Source: an optimization exercise on an open RTL-to-GDS flow (aim: small area). Production flows keep margins and buffers that such runs may drop.
Only simulation tests tie the RTL to the original design; equivalence was not proved.
No driver is modelled on the clock port, so clocking that relies on it looks cheaper here than on a real chip.
Power is estimated from default activity; no workload was simulated.

==> module pulse_synchronizer, before the edit <==
module pulse_synchronizer(
    input clk,
    input in,
    output outb
    );
logic [1:0] ff_delay;
    always_ff @(posedge clk or posedge in)
      if (in) ff_delay <= 2'b00;
      else ff_delay <= {ff_delay[0],~in};    
assign outb = ff_delay[1];
endmodule
==> module timer, before the edit <==
module timer (
    input  wire        clk,
    input  wire        resetb,
    input  wire        enable,
    input  wire        reset_timer,
    output wire        timer_expires,
    output wire        zero,           
    output wire [16:0] digits          
    );
  localparam [2:0] PH_ZERO = 3'd0;
  localparam [2:0] PH_DEC  = 3'd2;
  reg [2:0]  ph;
  reg        h;
  reg [3:0]  t, u, d1, d0;
  wire dec  = (ph == PH_DEC);
  assign zero = (ph == PH_ZERO);
  wire z0 = (d0 == 4'd0);
  wire z1 = (d1 == 4'd0);
  wire z2 = (u == 4'd0);
  wire z3 = (t == 4'd0);
  wire hi_zero = ~h & z3 & z2 & z1;
  wire finished = ~zero & hi_zero & (d0 == {3'b000, dec});
  assign timer_expires = ~zero & hi_zero & z0;
  wire run = enable & ~finished;
  reg [2:0] ph_next;
  always @* begin
    case (ph)
      3'd7: ph_next = 3'd6;
      3'd6: ph_next = 3'd4;
      3'd4: ph_next = 3'd5;
      3'd5: ph_next = 3'd1;
      3'd1: ph_next = 3'd3;
      3'd3: ph_next = PH_DEC;    
      default: ph_next = 3'd6;
    endcase
    if (!run) ph_next = (zero | dec) ? 3'd7 : ph;
    if (reset_timer) ph_next = PH_ZERO;
  end
  always @(posedge clk or negedge resetb)
    if (!resetb) ph <= PH_ZERO;
    else ph <= ph_next;
  wire e0 = dec;
  wire e1 = e0 & z0;
  wire e2 = e1 & z1;
  wire e3 = e2 & z2;
  wire e4 = e3 & z3;
  always @(posedge clk) begin
    d0 <= zero ? 4'd0 : e0 ? bcd_dec(d0) : d0;
    d1 <= zero ? 4'd0 : e1 ? bcd_dec(d1) : d1;
    u  <= zero ? 4'd0 : e2 ? bcd_dec(u)  : u;
    t  <= zero ? 4'd8 : e3 ? bcd_dec(t)  : t;
    h  <= zero | (h & ~e4);
  end
  assign digits = {h, t, u, d1, d0};
  function [3:0] bcd_dec;
    input [3:0] b;
    bcd_dec = {b[3] ? b[0] : ~(b[2] | b[1] | b[0]),
               (b[2] & (b[1] | b[0])) | (b[3] & ~b[0]),
               b[0] ? b[1] : (~b[1] & (b[2] | b[3])),
               ~b[0]};
  endfunction
endmodule
==> module gameLogic, before the edit <==
module gameLogic(
    input             clk,
    input             resetb,
    input             first,         
    input             start,
    input             confirmSel,
    input      [15:0] switches,
    output            timer_enable,
    input             timer_expires,
    output            reset_timer,
    output     [3:0]  correctCode,
    output     [3:0]  correctLoc,
    output reg        gameStart
    );
 localparam [2:0] PRE0 = 3'd0, PRE1 = 3'd1, RUN1 = 3'd4, RUN = 3'd5, CHK = 3'd6, DONE = 3'd2;
 reg [2:0]  state;
 reg [15:0] breakcode;
 reg [4:0]  pend, cnt;
 assign correctCode = to_thermo(cnt[4:2]);
 assign correctLoc  = to_thermo({cnt[4] & cnt[2], cnt[1:0]});
 assign reset_timer  = (state == RUN1);
 assign timer_enable = state[2];
 wire pregame = (state == PRE0) | (state == PRE1);
 wire [15:0] next_word;
 wire [15:0] seed_word;
 wire        state_zero;
 prbs_gen i_prbs_gen (.word(breakcode), .next_word(next_word), .state_zero(state_zero),
                      .seed_word(seed_word));
 reg [3:0] loc, found;
 integer i, j;
 always @* begin
   for (j = 0; j < 4; j = j + 1) begin
     loc[j] = (switches[4*j +: 4] == breakcode[4*j +: 4]);
     found[j] = 1'b0;
     for (i = 0; i < 4; i = i + 1)
       found[j] = found[j] | (switches[4*i +: 4] == breakcode[4*j +: 4]);
   end
 end
 wire [2:0] na = count4(found);
 wire [2:0] nb = count4(loc);
 always @(posedge clk) pend <= {na[2:1], na[0] | nb[2], nb[1:0]};
 wire check = (state == CHK) & ~timer_expires;
 always @(posedge clk or negedge resetb)
   if (!resetb) begin
     cnt <= 5'd0;
     gameStart   <= 1'b0;
     state       <= PRE0;
     breakcode   <= 16'h0000;
   end else begin
     if (pregame & ~start & confirmSel) breakcode <= switches;
     else if ((state == PRE0) & ~start)
       breakcode <= (state_zero & ~first) ? seed_word : next_word;
     if (check) cnt <= pend;
     if (check) gameStart <= 1'b1;
     else if (start & (pregame | (state == DONE))) gameStart <= 1'b0;
     case (state)
       PRE0, PRE1:
         if (start) state <= RUN1;
         else if (confirmSel) state <= PRE1;
       RUN1, RUN:
         if (timer_expires) state <= DONE;
         else if (confirmSel) state <= CHK;
         else state <= RUN;
       CHK:
         if (timer_expires | (pend[4] & pend[2])) state <= DONE;
         else state <= RUN;
       DONE:
         if (start) state <= RUN1;
       default: state <= PRE0;
     endcase
   end
 function [2:0] count4;
   input [3:0] v;
   count4 = {&v, (^v[1:0] & ^v[3:2]) | (&v[1:0] ^ &v[3:2]), ^v};
 endfunction
 function [3:0] to_thermo;
   input [2:0] c;
   to_thermo = {c[2], c[2] | (c[1] & c[0]), c[2] | c[1], |c};
 endfunction
endmodule
clock: 10.0 ns
lec_check: 0
cap_margin: 20
core_margin: 2
core_utilization: 40
slew_margin: 20
standard.sh (not shown) runs the stock make flow with config.mk's settings and CLKGATE_MAP_FILE= SYNTH_SCRIPT=/design/flow/synth_recipe.tcl, a recipe that flattens the netlist after the stock synthesis.
==> flow/flow/run.sh <==
#!/bin/bash
# The standard layout (standard.sh) with three changes:
# - synthesis maps with flow/abc_speed.script, ORFS's own ABC script with
#   pin permutation and delay relaxation in &nf and without the buffering and
#   upsizing at its end (the design has several ns of slack);
# - ports get the smallest buffer, sky130_fd_sc_hd__buf_1;
# - the clock tree uses clkbuf_4 and no dummy loads, and flow/post_cts.tcl
#   upsizes the clkbuf_4 that drive many flip-flops to clkbuf_8.
set -euo pipefail
here=$(pwd)
cp -r "$FLOW_HOME/scripts" "$here/orfs_scripts"
cp "$here/flow/abc_speed.script" "$here/orfs_scripts/abc_speed.script"
SCRIPTS_DIR="$here/orfs_scripts" bash standard.sh synth > synth.log 2>&1
export BUFFER_PORTS_ARGS="-buffer_cell sky130_fd_sc_hd__buf_1"
export CTS_ARGS="-sink_clustering_enable -repair_clock_nets -buf_list sky130_fd_sc_hd__clkbuf_4 -dont_use_dummy_load"
export POST_CTS_TCL="$here/flow/post_cts.tcl"
bash standard.sh > layout.log 2>&1
==> flow/flow/abc_speed.script <==
&get -n
&st
&dch
&nf -R 1000 -p
&st
&syn2
&if -g -K 6
&synch2
&nf -R 1000 -p
&st
&syn2
&if -g -K 6
&synch2
&nf -R 1000 -p
&st
&syn2
&if -g -K 6
&synch2
&nf -R 1000 -p
&st
&syn2
&if -g -K 6
&synch2
&nf -R 1000 -p
&st
&syn2
&if -g -K 6
&synch2
&nf -R 1000 -p
&put
==> flow/flow/post_cts.tcl <==
# Sourced by ORFS at the end of CTS (POST_CTS_TCL): the clock tree is built of
# clkbuf_4; a clkbuf_4 that drives more than 10 clock pins becomes a clkbuf_8,
# so that the clock slew at every flip-flop stays well below the limit.
set block [ord::get_db_block]
set resized 0
foreach inst [$block getInsts] {
  if {[[$inst getMaster] getName] != "sky130_fd_sc_hd__clkbuf_4"} { continue }
  foreach iterm [$inst getITerms] {
    if {![$iterm isOutputSignal]} { continue }
    set net [$iterm getNet]
    if {$net == "NULL"} { continue }
    if {[llength [$net getITerms]] > 11} {
      puts "post_cts: [$inst getName] drives [expr {[llength [$net getITerms]] - 1}] pins, now clkbuf_8"
      replace_cell [$inst getName] sky130_fd_sc_hd__clkbuf_8
      incr resized
    }
  }
}
if {$resized > 0} {
  detailed_placement
  check_placement -verbose
  estimate_parasitics -placement
}
==> next run, changes <==
--- a/flow/design.v
+++ b/flow/design.v
@@ -38,26 +38,26 @@
     input in,
     output outb
     );
 logic [1:0] ff_delay;
     always_ff @(posedge clk or posedge in)
       if (in) ff_delay <= 2'b00;
-      else ff_delay <= {ff_delay[0],~in};    
+      else ff_delay <= {ff_delay[0],1'b1};
 assign outb = ff_delay[1];
 endmodule
 module timer (
     input  wire        clk,
     input  wire        resetb,
     input  wire        enable,
     input  wire        reset_timer,
     output wire        timer_expires,
     output wire        zero,           
     output wire [16:0] digits          
     );
   localparam [2:0] PH_ZERO = 3'd0;
-  localparam [2:0] PH_DEC  = 3'd2;
+  localparam [2:0] PH_DEC  = 3'd7;
   reg [2:0]  ph;
   reg        h;
   reg [3:0]  t, u, d1, d0;
   wire dec  = (ph == PH_DEC);
   assign zero = (ph == PH_ZERO);
   wire z0 = (d0 == 4'd0);
@@ -68,21 +68,21 @@
   wire finished = ~zero & hi_zero & (d0 == {3'b000, dec});
   assign timer_expires = ~zero & hi_zero & z0;
   wire run = enable & ~finished;
   reg [2:0] ph_next;
   always @* begin
     case (ph)
-      3'd7: ph_next = 3'd6;
-      3'd6: ph_next = 3'd4;
+      3'd1: ph_next = 3'd2;
+      3'd2: ph_next = 3'd3;
+      3'd3: ph_next = 3'd4;
       3'd4: ph_next = 3'd5;
-      3'd5: ph_next = 3'd1;
-      3'd1: ph_next = 3'd3;
-      3'd3: ph_next = PH_DEC;    
-      default: ph_next = 3'd6;
+      3'd5: ph_next = 3'd6;
+      3'd6: ph_next = PH_DEC;    
+      default: ph_next = 3'd2;
     endcase
-    if (!run) ph_next = (zero | dec) ? 3'd7 : ph;
+    if (!run) ph_next = (zero | dec) ? 3'd1 : ph;
     if (reset_timer) ph_next = PH_ZERO;
   end
   always @(posedge clk or negedge resetb)
     if (!resetb) ph <= PH_ZERO;
     else ph <= ph_next;
   wire e0 = dec;
@@ -113,22 +113,20 @@
     input             start,
     input             confirmSel,
     input      [15:0] switches,
     output            timer_enable,
     input             timer_expires,
     output            reset_timer,
-    output     [3:0]  correctCode,
-    output     [3:0]  correctLoc,
+    output reg [3:0]  correctCode,
+    output reg [3:0]  correctLoc,
     output reg        gameStart
     );
  localparam [2:0] PRE0 = 3'd0, PRE1 = 3'd1, RUN1 = 3'd4, RUN = 3'd5, CHK = 3'd6, DONE = 3'd2;
  reg [2:0]  state;
  reg [15:0] breakcode;
- reg [4:0]  pend, cnt;
- assign correctCode = to_thermo(cnt[4:2]);
- assign correctLoc  = to_thermo({cnt[4] & cnt[2], cnt[1:0]});
+ reg [3:0]  pend_code, pend_loc;
  assign reset_timer  = (state == RUN1);
  assign timer_enable = state[2];
  wire pregame = (state == PRE0) | (state == PRE1);
  wire [15:0] next_word;
  wire [15:0] seed_word;
  wire        state_zero;
@@ -141,52 +139,56 @@
      loc[j] = (switches[4*j +: 4] == breakcode[4*j +: 4]);
      found[j] = 1'b0;
      for (i = 0; i < 4; i = i + 1)
        found[j] = found[j] | (switches[4*i +: 4] == breakcode[4*j +: 4]);
    end
  end
- wire [2:0] na = count4(found);
- wire [2:0] nb = count4(loc);
- always @(posedge clk) pend <= {na[2:1], na[0] | nb[2], nb[1:0]};
+ always @(posedge clk) begin
+   pend_loc  <= thermo(loc);
+   pend_code <= thermo(found);
+ end
  wire check = (state == CHK) & ~timer_expires;
  always @(posedge clk or negedge resetb)
    if (!resetb) begin
-     cnt <= 5'd0;
+     correctCode <= 4'b0000;
+     correctLoc  <= 4'b0000;
      gameStart   <= 1'b0;
      state       <= PRE0;
      breakcode   <= 16'h0000;
    end else begin
      if (pregame & ~start & confirmSel) breakcode <= switches;
      else if ((state == PRE0) & ~start)
        breakcode <= (state_zero & ~first) ? seed_word : next_word;
-     if (check) cnt <= pend;
+     if (check) begin
+       correctCode <= pend_code;
+       correctLoc  <= pend_loc;
+     end
      if (check) gameStart <= 1'b1;
      else if (start & (pregame | (state == DONE))) gameStart <= 1'b0;
      case (state)
        PRE0, PRE1:
          if (start) state <= RUN1;
          else if (confirmSel) state <= PRE1;
        RUN1, RUN:
          if (timer_expires) state <= DONE;
          else if (confirmSel) state <= CHK;
          else state <= RUN;
        CHK:
-         if (timer_expires | (pend[4] & pend[2])) state <= DONE;
+         if (timer_expires | pend_loc[3]) state <= DONE;
          else state <= RUN;
        DONE:
          if (start) state <= RUN1;
        default: state <= PRE0;
      endcase
    end
- function [2:0] count4;
+ function [3:0] thermo;
    input [3:0] v;
-   count4 = {&v, (^v[1:0] & ^v[3:2]) | (&v[1:0] ^ &v[3:2]), ^v};
- endfunction
- function [3:0] to_thermo;
-   input [2:0] c;
-   to_thermo = {c[2], c[2] | (c[1] & c[0]), c[2] | c[1], |c};
+   thermo = {&v,
+             (v[0] & v[1] & (v[2] | v[3])) | (v[2] & v[3] & (v[0] | v[1])),
+             (v[0] & v[1]) | (v[2] & v[3]) | ((v[0] | v[1]) & (v[2] | v[3])),
+             |v};
  endfunction
 endmodule
 module colorLEDDriver(
     input  clk,
     input  resetb,
     input  startgame,
Effect:
- The new run finished clean
- clock power rises by a few percent
- setup slack is better by 270 ps
- power is higher slightly
- cell area rose slightly
- synthesized cell count goes up by a few percent
- via count is about the same
- fmax increases by a few percent
- wire length climbs by a few percent
- cell count rose by a few percent
- global-route usage came out higher by 0.21 points
- core utilization grows by 0.63 points
- non-clock buffer count came out lower by 1
- sequential cell count climbs by 6

-- port drivers added, routing unchanged --
Ports are ideal in the flow. The routed layouts listed here were re-timed in OpenROAD. Step 1 sets driving cells, clkbuf_16 on the clock port and buf_2 on the other inputs (assumed; they add their load-dependent delay and slew). Step 2 adds t to the input delays and takes it off the output delays; t is the mean of the earliest and latest rising clock arrival at the registers after step 1. Input paths then give back, and output paths get back, about the clock's delay inside the block. Slacks: ideal / step 1 / step 2; pairs: ideal / step 1.
| run | t (ns) | setup slack, ns | hold WS [ns] | clock arrival spread, ns | worst slew at a driven data input, ns |
|---|---|---|---|---|---|
| the first run | 0.429 | 5.255 / 5.225 / 5.655 | 0.324 / 0.324 / 0.324 | 0.023 / 0.023 | 0.03 |
| the second run | 0.416 | 5.523 / 5.492 / 5.908 | 0.329 / 0.329 / 0.329 | 0.038 / 0.038 | 0.04 |
After both steps setup and hold are still met in every run listed.
